Source: an optimization exercise on an open RTL-to-GDS flow (aim: small area and a short achievable clock period). Production flows keep margins and buffers that such runs may drop. At most, simulation tests tie the RTL to the original design; equivalence was not proved. Power figures rest on the tool's default switching activity, not on a simulated workload.

## v6
==> module pSub, before the edit <==
module pSub #(parameter J = 16, parameter SK = 0)
(
	input  logic [J-1:0] t,
	input  logic [J-1:0] x,
	output logic [J-1:0] d,
	output logic         bout
);
	logic [J-1:0] G, P, Gn, Pn, bin, g2, p2;
	always_comb begin
		G = ~t & x;      
		P = ~t | x;      
		for (int i = 0; i < J; i++) begin
			g2[i] = (i == 0) ? G[0] : G[i] | (P[i] & G[i-1]);
			p2[i] = (i == 0) ? P[0] : P[i] & P[i-1];
		end
		if (SK == 2) begin
			for (int i = 1; i < J; i += 2) begin
				G[i] = G[i] | (P[i] & G[i-1]);
				P[i] = P[i] & P[i-1];
			end
			for (int l = 1; (1 << l) < J; l++) begin
				Gn = G;
				Pn = P;
				for (int i = 1; i < J; i += 2)
					if (i >= (1 << l) + 1) begin
						Gn[i] = G[i] | (P[i] & G[i - (1 << l)]);
						Pn[i] = P[i] & P[i - (1 << l)];
					end
				G = Gn;
				P = Pn;
			end
			for (int i = 2; i < J; i += 2) begin
				G[i] = g2[i] | (p2[i] & G[i-2]);
			end
		end
		else for (int l = 0; (1 << l) < J; l++) begin
			Gn = G;
			Pn = P;
			for (int i = 0; i < J; i++) begin
				if (SK == 0 && i >= (1 << l)) begin
					Gn[i] = G[i] | (P[i] & G[i - (1 << l)]);
					Pn[i] = P[i] & P[i - (1 << l)];
				end
				if (SK != 0 && ((i >> l) & 1)) begin
					Gn[i] = G[i] | (P[i] & G[((i >> l) << l) - 1]);
					Pn[i] = P[i] & P[((i >> l) << l) - 1];
				end
			end
			G = Gn;
			P = Pn;
		end
		bin  = {G[J-2:0], 1'b0};
		d    = (t ^ bin) ^ x;
		bout = G[J-1];
	end
endmodule
==> module RegistroALU, before the edit <==
module RegistroALU #(parameter N=16)
(
	clk, rst, Z_in, Y_in, mode_in, btn_change_in,
	segA_out, segB_out, segD_out, aritm_out_out
);
	localparam KA = 5;                
	input  logic clk;
	input  logic rst;
	input  logic [N-1:0] Z_in;
	input  logic [N-1:0] Y_in;
	input  logic [1:0] mode_in;
	input  logic [1:0] btn_change_in;
	output logic [6:0] segA_out;
	output logic [6:0] segB_out;
	output logic [6:0] segD_out;
	output logic [N-1:0] aritm_out_out;
	logic [15:0]   R_a, R_m, Y_a, Y_m;
	logic [KA-1:0] rem_a, rem_m;
	logic          zz_a, zz_m, bb_a, bb_m;
	logic [3:0]    op_m;
	logic [15:0]   res_b;
	logic [6:0]    segD_b;
	aluFront #(.KA(KA)) front (
		.Z(Z_in), .Y(Y_in), .op({btn_change_in, mode_in}),
		.R(R_a), .Yr(Y_a), .rem(rem_a), .zz(zz_a), .bb(bb_a));
	RegistroCargaIn #(.KA(KA)) registroIn (
		.clk(clk), .rst(rst),
		.R_d(R_a), .Y_d(Y_a), .rem_d(rem_a), .op_d({btn_change_in, mode_in}), .zz_d(zz_a), .bb_d(bb_a),
		.R_q(R_m), .Y_q(Y_m), .rem_q(rem_m), .op_q(op_m), .zz_q(zz_m), .bb_q(bb_m));
	paramCalculator #(.KA(KA)) alu (
		.R(R_m), .Y(Y_m), .rem(rem_m), .op(op_m), .zz(zz_m), .bb(bb_m),
		.res(res_b), .segD(segD_b));
	RegistroCargaOut registroOut (
		.clk(clk), .rst(rst), .res_d(res_b), .segD_d(segD_b),
		.res_q(aritm_out_out), .segD_q(segD_out));
	bin2bcd display (
		.bin(aritm_out_out[7:0]), .on(segD_out[6] | segD_out[4]),
		.segA(segA_out), .segB(segB_out));
endmodule
Settings: LEC_CHECK=0, ABC_AREA=1, CAP_MARGIN=20, CORE_MARGIN=2, CORE_UTILIZATION=40, SLEW_MARGIN=20; clock period 55.0 ns.
standard.sh (not shown) runs the stock make flow with config.mk's settings and CLKGATE_MAP_FILE= SYNTH_SCRIPT=/design/flow/synth_recipe.tcl, a recipe that flattens the netlist after the stock synthesis.
==> flow/flow/run.sh <==
#!/bin/bash
# Standard layout, with repair_timing asked for more setup slack than the period needs.
set -euo pipefail
bash standard.sh SETUP_SLACK_MARGIN=40 finish > layout.log 2>&1
--- input diff v6..v7 ---
diff --git a/flow/design.v b/flow/design.v
--- a/flow/design.v
+++ b/flow/design.v
@@ -102,11 +102,12 @@
 			g2[i] = (i == 0) ? G[0] : G[i] | (P[i] & G[i-1]);
 			p2[i] = (i == 0) ? P[0] : P[i] & P[i-1];
 		end
 		if (SK == 2) begin
 			for (int i = 1; i < J; i += 2) begin
-				G[i] = G[i] | (P[i] & G[i-1]);
+				if (i == 1) G[i] = G[i] | ((P[i] & ~t[0]) & x[0]);
+				else        G[i] = G[i] | (P[i] & G[i-1]);
 				P[i] = P[i] & P[i-1];
 			end
 			for (int l = 1; (1 << l) < J; l++) begin
 				Gn = G;
 				Pn = P;
@@ -377,11 +378,11 @@
 module RegistroALU #(parameter N=16)
 (
 	clk, rst, Z_in, Y_in, mode_in, btn_change_in,
 	segA_out, segB_out, segD_out, aritm_out_out
 );
-	localparam KA = 5;                
+	localparam KA = 4;                
 	input  logic clk;
 	input  logic rst;
 	input  logic [N-1:0] Z_in;
 	input  logic [N-1:0] Y_in;
 	input  logic [1:0] mode_in;
==> comparison <==
segA_out[6] as the destination of the critical timing path was reported by v7, and registroIn.R_q[15]$_DFF_PP0_ by v6. Compared with v6, v7 shows fraction of standard cell area that is sequential lower by 0.50 points. Comparing v7 with v6, the worst hold slack after final layout came out essentially unchanged. Compared to v6, v7 was floorplanned on a bigger die. Compared with v6, v7 shows a higher number of tap cells inserted. Diff v6 and v7: share of cells above drive strength 1 lower in v6.
Only the layout flow was run in v7; the RTL was not checked for function there.

RegistroALU, a different RTL version from the one above (not shown whole).
Size: about 2800 cells after synthesis, roughly 75 I/O pins, about 15000 µm² of cells after synthesis.
==> module RegistroALU, before the edit <==
module RegistroALU #(parameter N=16)
(
	clk, rst, Z_in, Y_in, mode_in, btn_change_in,
	segA_out, segB_out, segD_out, aritm_out_out
);
	localparam KA = 4;                
	input  logic clk;
	input  logic rst;
	input  logic [N-1:0] Z_in;
	input  logic [N-1:0] Y_in;
	input  logic [1:0] mode_in;
	input  logic [1:0] btn_change_in;
	output logic [6:0] segA_out;
	output logic [6:0] segB_out;
	output logic [6:0] segD_out;
	output logic [N-1:0] aritm_out_out;
	logic [15:0]   R_a, R_m, Y_a, Y_m;
	logic [KA-1:0] rem_a, rem_m;
	logic          zz_a, zz_m, bb_a, bb_m;
	logic [3:0]    op_m;
	logic [15:0]   res_b;
	logic [2:0]    flag_b, flag_q;
	aluFront #(.KA(KA)) front (
		.Z(Z_in), .Y(Y_in), .op({btn_change_in, mode_in}),
		.R(R_a), .Yr(Y_a), .rem(rem_a), .zz(zz_a), .bb(bb_a));
	RegistroCargaIn #(.KA(KA)) registroIn (
		.clk(clk), .rst(rst),
		.R_d(R_a), .Y_d(Y_a), .rem_d(rem_a), .op_d({btn_change_in, mode_in}), .zz_d(zz_a), .bb_d(bb_a),
		.R_q(R_m), .Y_q(Y_m), .rem_q(rem_m), .op_q(op_m), .zz_q(zz_m), .bb_q(bb_m));
	paramCalculator #(.KA(KA)) alu (
		.R(R_m), .Y(Y_m), .rem(rem_m), .op(op_m), .zz(zz_m), .bb(bb_m),
		.res(res_b), .flag(flag_b));
	RegistroCargaOut registroOut (
		.clk(clk), .rst(rst), .res_d(res_b), .flag_d(flag_b),
		.res_q(aritm_out_out), .flag_q(flag_q));
	bin2bcd display (
		.bin(aritm_out_out[7:0]), .on(flag_q[2] | flag_q[1]),
		.segA(segA_out), .segB(segB_out));
	assign segD_out = {flag_q[2], flag_q[2] & flag_q[1], flag_q[1] | flag_q[0], flag_q[2] & flag_q[1],
	                   flag_q[2] & (flag_q[1] | flag_q[0]), flag_q[1], flag_q[2] & ~(flag_q[1] & ~flag_q[0])};
endmodule
==> flow/config.mk <==
export PLATFORM = sky130hd
export DESIGN_NAME = RegistroALU
export DESIGN_NICKNAME = RegistroALU
export VERILOG_FILES = /design/flow/design.v
export SDC_FILE = /design/flow/constraint.sdc
export NUM_CORES = 4
export LEC_CHECK = 0
export ABC_AREA = 1
export CAP_MARGIN = 20
export CORE_MARGIN = 2
export CORE_UTILIZATION = 60
export SLEW_MARGIN = 20
==> flow/constraint.sdc <==
create_clock -name core_clock -period 55.0 [get_ports {clk}]
set_input_delay 11.0000 -clock core_clock [delete_from_list [all_inputs] [get_ports {clk}]]
set_output_delay 11.0000 -clock core_clock [all_outputs]
set_load 0.01 [all_outputs]
==> flow/flow/run.sh <==
#!/bin/bash
# The standard layout with two changes: the synthesized netlist's combinational
# cells go back to x1 before the floorplan (downsize.tcl), and timing repair is
# asked for MARGIN ns of setup slack at the design's period, so that it sizes
# and buffers the real critical paths. Each tool's output goes to a log here.
set -euo pipefail
MARGIN=40
bash standard.sh synth > synth.log 2>&1
RESULTS=orfs/results/sky130hd/RegistroALU/base openroad -no_init -exit flow/downsize.tcl > downsize.log 2>&1
bash standard.sh SETUP_SLACK_MARGIN=$MARGIN finish > layout.log 2>&1
==> flow/flow/downsize.tcl <==
# Sets every combinational cell of the synthesized netlist to the lowest drive
# strength of its kind (x1), undoing the sizing that synthesis did for a timing
# view that does not know the design's input and output delays. The layout's
# own timing repair then sizes up what the real critical paths need.
# Flip-flops are left as synthesis made them.
set results $::env(RESULTS)
read_db $results/1_synth.odb
set db [ord::get_db]
set block [ord::get_db_block]
set n 0
foreach inst [$block getInsts] {
  set name [[$inst getMaster] getName]
  if {![regexp {^(sky130_fd_sc_hd__[a-z0-9]+)_([0-9]+)$} $name -> base drive]} { continue }
  if {[regexp {df|dl|sdf|edf|conb|tap|fill|decap|clkbuf|clkinv|lpflow|probe} $base]} { continue }
  if {$drive <= 1} { continue }
  set m [$db findMaster ${base}_1]
  if {$m == "NULL"} { continue }
  $inst swapMaster $m
  incr n
}
puts "downsized $n cells"
write_db $results/1_synth.odb
Rerun with:
--- a/flow/design.v
+++ b/flow/design.v
@@ -646,7 +646,7 @@
 	clk, rst, Z_in, Y_in, mode_in, btn_change_in,
 	segA_out, segB_out, segD_out, aritm_out_out
 );
-	localparam KA = 4;                
+	localparam KA = 5;                
 	input  logic clk;
 	input  logic rst;
 	input  logic [N-1:0] Z_in;
Result: Fmax came out higher by a few percent; area after synthesis came out higher slightly; core utilization came out lower by 11 points; global-route usage came out lower by 1.0 points; setup slack gets better by 0.93 ns; non-clock buffer count came out lower by 77; first-iteration DRC count came out lower by a quarter to a third; critical path depth came out lower by 102; sequential share of layout area came out higher by 1.2 points; synthesized cell count came out lower slightly; clock-buffer cell count came out higher by 1; final area came out lower by roughly a tenth.
No functional check of the RTL was part of the first run of this note.

Setup of run 3:
RegistroALU, a different RTL version from the one above (not shown whole).
For scale: roughly 2800 cells after synthesis, roughly 65 flip-flops, roughly 75 I/O pins, roughly 17000 um^2 of cells after synthesis.
==> module macRow, before the edit <==
module macRow #(parameter J = 9, parameter SK = 2)
(
	input  logic [15:0] r,
	input  logic        b,
	input  logic [15:0] Y,
	input  logic        m,
	output logic        q,
	output logic [15:0] ro,
	output logic        ov
);
	logic [J-1:0] t, x, rn;
	logic [J:0]   d;
	logic         hz;
	assign t = {r[J-2:0], b | m};
	assign x = Y[J-1:0];
	pSub #(.J(J), .SK(SK)) s (.t(t), .x(x), .d(d[J-1:0]), .bout(d[J]));
	generate
		if (J == 16) begin : g16
			assign hz = 1'b1;
			assign ro = rn;
		end else begin : gl
			assign hz = ~|Y[15:J];
			assign ro = {{(16-J){1'b0}}, rn};
		end
	endgenerate
	assign q  = hz & ~d[J];
	assign rn = (m ? b : q) ? d[J-1:0] : t;
	assign ov = m & b & (d[J] | ~hz);
endmodule
export LEC_CHECK = 0
export ABC_AREA = 1
export CAP_MARGIN = 20
export CORE_MARGIN = 2
export CORE_UTILIZATION = 60
export SLEW_MARGIN = 20
create_clock -name core_clock -period 55.0 [get_ports {clk}]
==> flow/flow/run.sh <==
#!/bin/bash
# Standard layout, with repair_timing asked for more setup slack than the period needs.
set -euo pipefail
bash standard.sh SETUP_SLACK_MARGIN=40 finish > layout.log 2>&1
The inputs of run 1 differ from those of run 3 as listed below.
--- a/flow/design.v
+++ b/flow/design.v
@@ -191,7 +191,7 @@
 	logic [J:0]   d;
 	logic         hz;
 	assign t = {r[J-2:0], b | m};
-	assign x = Y[J-1:0];
+	assign x = Y[J-1:0] & {J{b | ~m}};
 	pSub #(.J(J), .SK(SK)) s (.t(t), .x(x), .d(d[J-1:0]), .bout(d[J]));
 	generate
 		if (J == 16) begin : g16
@@ -203,8 +203,8 @@
 		end
 	endgenerate
 	assign q  = hz & ~d[J];
-	assign rn = (m ? b : q) ? d[J-1:0] : t;
-	assign ov = m & b & (d[J] | ~hz);
+	assign rn = (m | q) ? d[J-1:0] : t;
+	assign ov = m & (d[J] | b & ~hz);
 endmodule
 module aluFront #(parameter KA = 6)
 (
Findings:
- Re final worst slack: run 1 and run 3 aren't equal, and the lower value belongs to run 1.
- Delta (run 1 minus run 3): sequential power picked up an extra about 6%; number of resized instances in the post-cts repair step lost 3.
- Run 1 vs. run 3: wire length of the first global-routing pass went down by 5100 um.
- Diff run 3 -> run 1: global-route usage over all layers decreased 0.43 points; power rose by 14%; design area dropped 770 um^2.
- Global-route track usage on met2 in run 1 is 2.4 points below run 3.
- Detail-routed net length per standard cell for run 1 is lower than for run 3.

== the reference run ==
RTL: one of the versions met above, not the one the previous note started from.
Size: ~65 flip-flops, ~75 I/O pins, roughly 0.016 mm2 of cells after synthesis.
==> module divRow, before the edit <==
module divRow #(parameter J = 1, parameter SK = 2)
(
	input  logic [15:0] r,
	input  logic        b,
	input  logic [15:0] Y,
	output logic        q,
	output logic [15:0] ro
);
	logic [J-1:0] t, rn;
	logic [J:0]   d;
	logic         hz;
	generate
		if (J == 1) begin : g1
			assign t = b;
		end else begin : gn
			assign t = {r[J-2:0], b};
		end
		if (J == 16) begin : g16
			assign hz = 1'b1;
			assign ro = rn;
		end else begin : gl
			assign hz = ~|Y[15:J];
			assign ro = {{(16-J){1'b0}}, rn};
		end
		if (J == 1) begin : one
			assign d = {~t & Y[0], t ^ Y[0]};
		end else begin : sub
			pSub #(.J(J), .SK(SK)) s (.t(t), .x(Y[J-1:0]), .d(d[J-1:0]), .bout(d[J]));
		end
	endgenerate
	assign q  = hz & ~d[J];
	assign rn = q ? d[J-1:0] : t;
endmodule
==> module macRow, before the edit <==
module macRow #(parameter J = 9, parameter SK = 2)
(
	input  logic [15:0] r,
	input  logic        b,
	input  logic [15:0] Y,
	input  logic        m,
	output logic        q,
	output logic [15:0] ro,
	output logic        ov
);
	logic [J-1:0] t, x, rn;
	logic [J:0]   d;
	logic         hz;
	assign t = {r[J-2:0], b | m};
	assign x = Y[J-1:0] & {J{b | ~m}};
	pSub #(.J(J), .SK(SK)) s (.t(t), .x(x), .d(d[J-1:0]), .bout(d[J]));
	generate
		if (J == 16) begin : g16
			assign hz = 1'b1;
			assign ro = rn;
		end else begin : gl
			assign hz = ~|Y[15:J];
			assign ro = {{(16-J){1'b0}}, rn};
		end
	endgenerate
	assign q  = hz & ~d[J];
	assign rn = (m | q) ? d[J-1:0] : t;
	assign ov = m & (d[J] | b & ~hz);
endmodule
Settings: LEC_CHECK=0, ABC_AREA=1, CAP_MARGIN=20, CORE_MARGIN=2, CORE_UTILIZATION=40, SLEW_MARGIN=20; clock period 55.0 ns.
==> flow/flow/run.sh <==
#!/bin/bash
# Standard layout, with repair_timing asked for more setup slack than the period needs.
set -euo pipefail
bash standard.sh SETUP_SLACK_MARGIN=38 finish > layout.log 2>&1
The inputs of the trial run differ from those of the reference run as listed below.
-- flow/design.v --
<<< the reference run, line 95
	output logic         bout
);
	logic [J-1:0] G, P, Gn, Pn, bin, g2, p2;
	always_comb begin
		G = ~t & x;      
		P = ~t | x;      
		for (int i = 0; i < J; i++) begin
			g2[i] = (i == 0) ? G[0] : G[i] | (P[i] & G[i-1]);
			p2[i] = (i == 0) ? P[0] : P[i] & P[i-1];
		end
		if (SK == 2) begin
			for (int i = 1; i < J; i += 2) begin
				G[i] = G[i] | (P[i] & G[i-1]);
				P[i] = P[i] & P[i-1];
			end
			for (int l = 1; (1 << l) < J; l++) begin
				Gn = G;
				Pn = P;
				for (int i = 1; i < J; i += 2)
					if (i >= (1 << l) + 1) begin
						Gn[i] = G[i] | (P[i] & G[i - (1 << l)]);
						Pn[i] = P[i] & P[i - (1 << l)];
					end
				G = Gn;
				P = Pn;
			end
			for (int i = 2; i < J; i += 2) begin
				G[i] = g2[i] | (p2[i] & G[i-2]);
			end
		end
		else for (int l = 0; (1 << l) < J; l++) begin
			Gn = G;
			Pn = P;
>>> the trial run, line 95
	output logic         bout
);
	logic [J-1:0] G, P, Gn, Pn, bin;
	always_comb begin
		G = ~t & x;      
		P = ~t | x;      
		for (int l = 0; (1 << l) < J; l++) begin
			Gn = G;
			Pn = P;
<<< the reference run, line 144
	end
endmodule
module divRow #(parameter J = 1, parameter SK = 2)
(
	input  logic [15:0] r,
>>> the trial run, line 120
	end
endmodule
module divRow #(parameter J = 1, parameter SK = 0)
(
	input  logic [15:0] r,
<<< the reference run, line 177
	assign rn = q ? d[J-1:0] : t;
endmodule
module macRow #(parameter J = 9, parameter SK = 2)
(
	input  logic [15:0] r,
>>> the trial run, line 153
	assign rn = q ? d[J-1:0] : t;
endmodule
module macRow #(parameter J = 9, parameter SK = 0)
(
	input  logic [15:0] r,
Findings:
- The higher simple-gate portion of the synthesized area of the trial run and the reference run is in the trial run.
- The trial run vs. the reference run: combinational power went up; wire length after detailed routing went up; final cell area excluding filler cells went up; fmax went up.
- Looking at synthesized cell count, the trial run sits 15% above the reference run.
- | number of flops mapped to enable cells by yosys | the reference run vs the trial run | ≈ equal |
- [the trial run vs the reference run] count of inserted tapcells: higher in the trial run
- When the trial run is set beside the reference run, its final cell count turns out to be 499 larger.
- Looking at standard cell area after detailed placement, the trial run sits above the reference run.
- The trial run vs. the reference run: sequential power share fell by 0.3 points; worst setup slack rose by 140 ps.
Only the layout flow was run in the trial run; the RTL was not checked for function there.

## re-timing with driven ports
Ports are ideal in the flow. The routed layouts listed here were re-timed in OpenROAD.
Step 1: set_driving_cell puts a clkbuf_16 on clk and a buf_2 on each other input, an assumption about the parent block.
Step 2, shift: input delay + t, output delay - t, t = (earliest + latest rising clock arrival at the registers) / 2. This alone moves slack from input paths to output paths.
a / b / c = no drivers / after step 1 / after step 2; a / b = the first two.
run	t, ns	slack for setup (ns)	clock arrival spread, ns
v6	0.380	39.557 / 39.557 / 39.177	0.012 / 0.012
v7	0.367	40.219 / 40.180 / 40.109	0.012 / 0.013
the first run of note 2	0.372	39.276 / 39.276 / 39.276	0.017 / 0.017
the second run of note 2	0.373	40.209 / 40.231 / 39.858	0.012 / 0.012
run 3	0.392	40.292 / 40.244 / 40.040	0.006 / 0.006
run 1	0.377	40.280 / 40.238 / 39.950	0.009 / 0.010
the reference run	0.378	38.520 / 38.543 / 38.165	0.012 / 0.012
the trial run	0.368	38.662 / 38.679 / 38.311	0.017 / 0.016
After both steps every run listed still meets setup and hold. For v6, which loses most, drivers alone change the setup slack by 0.000 ns; drivers and shift together by -0.380 ns.
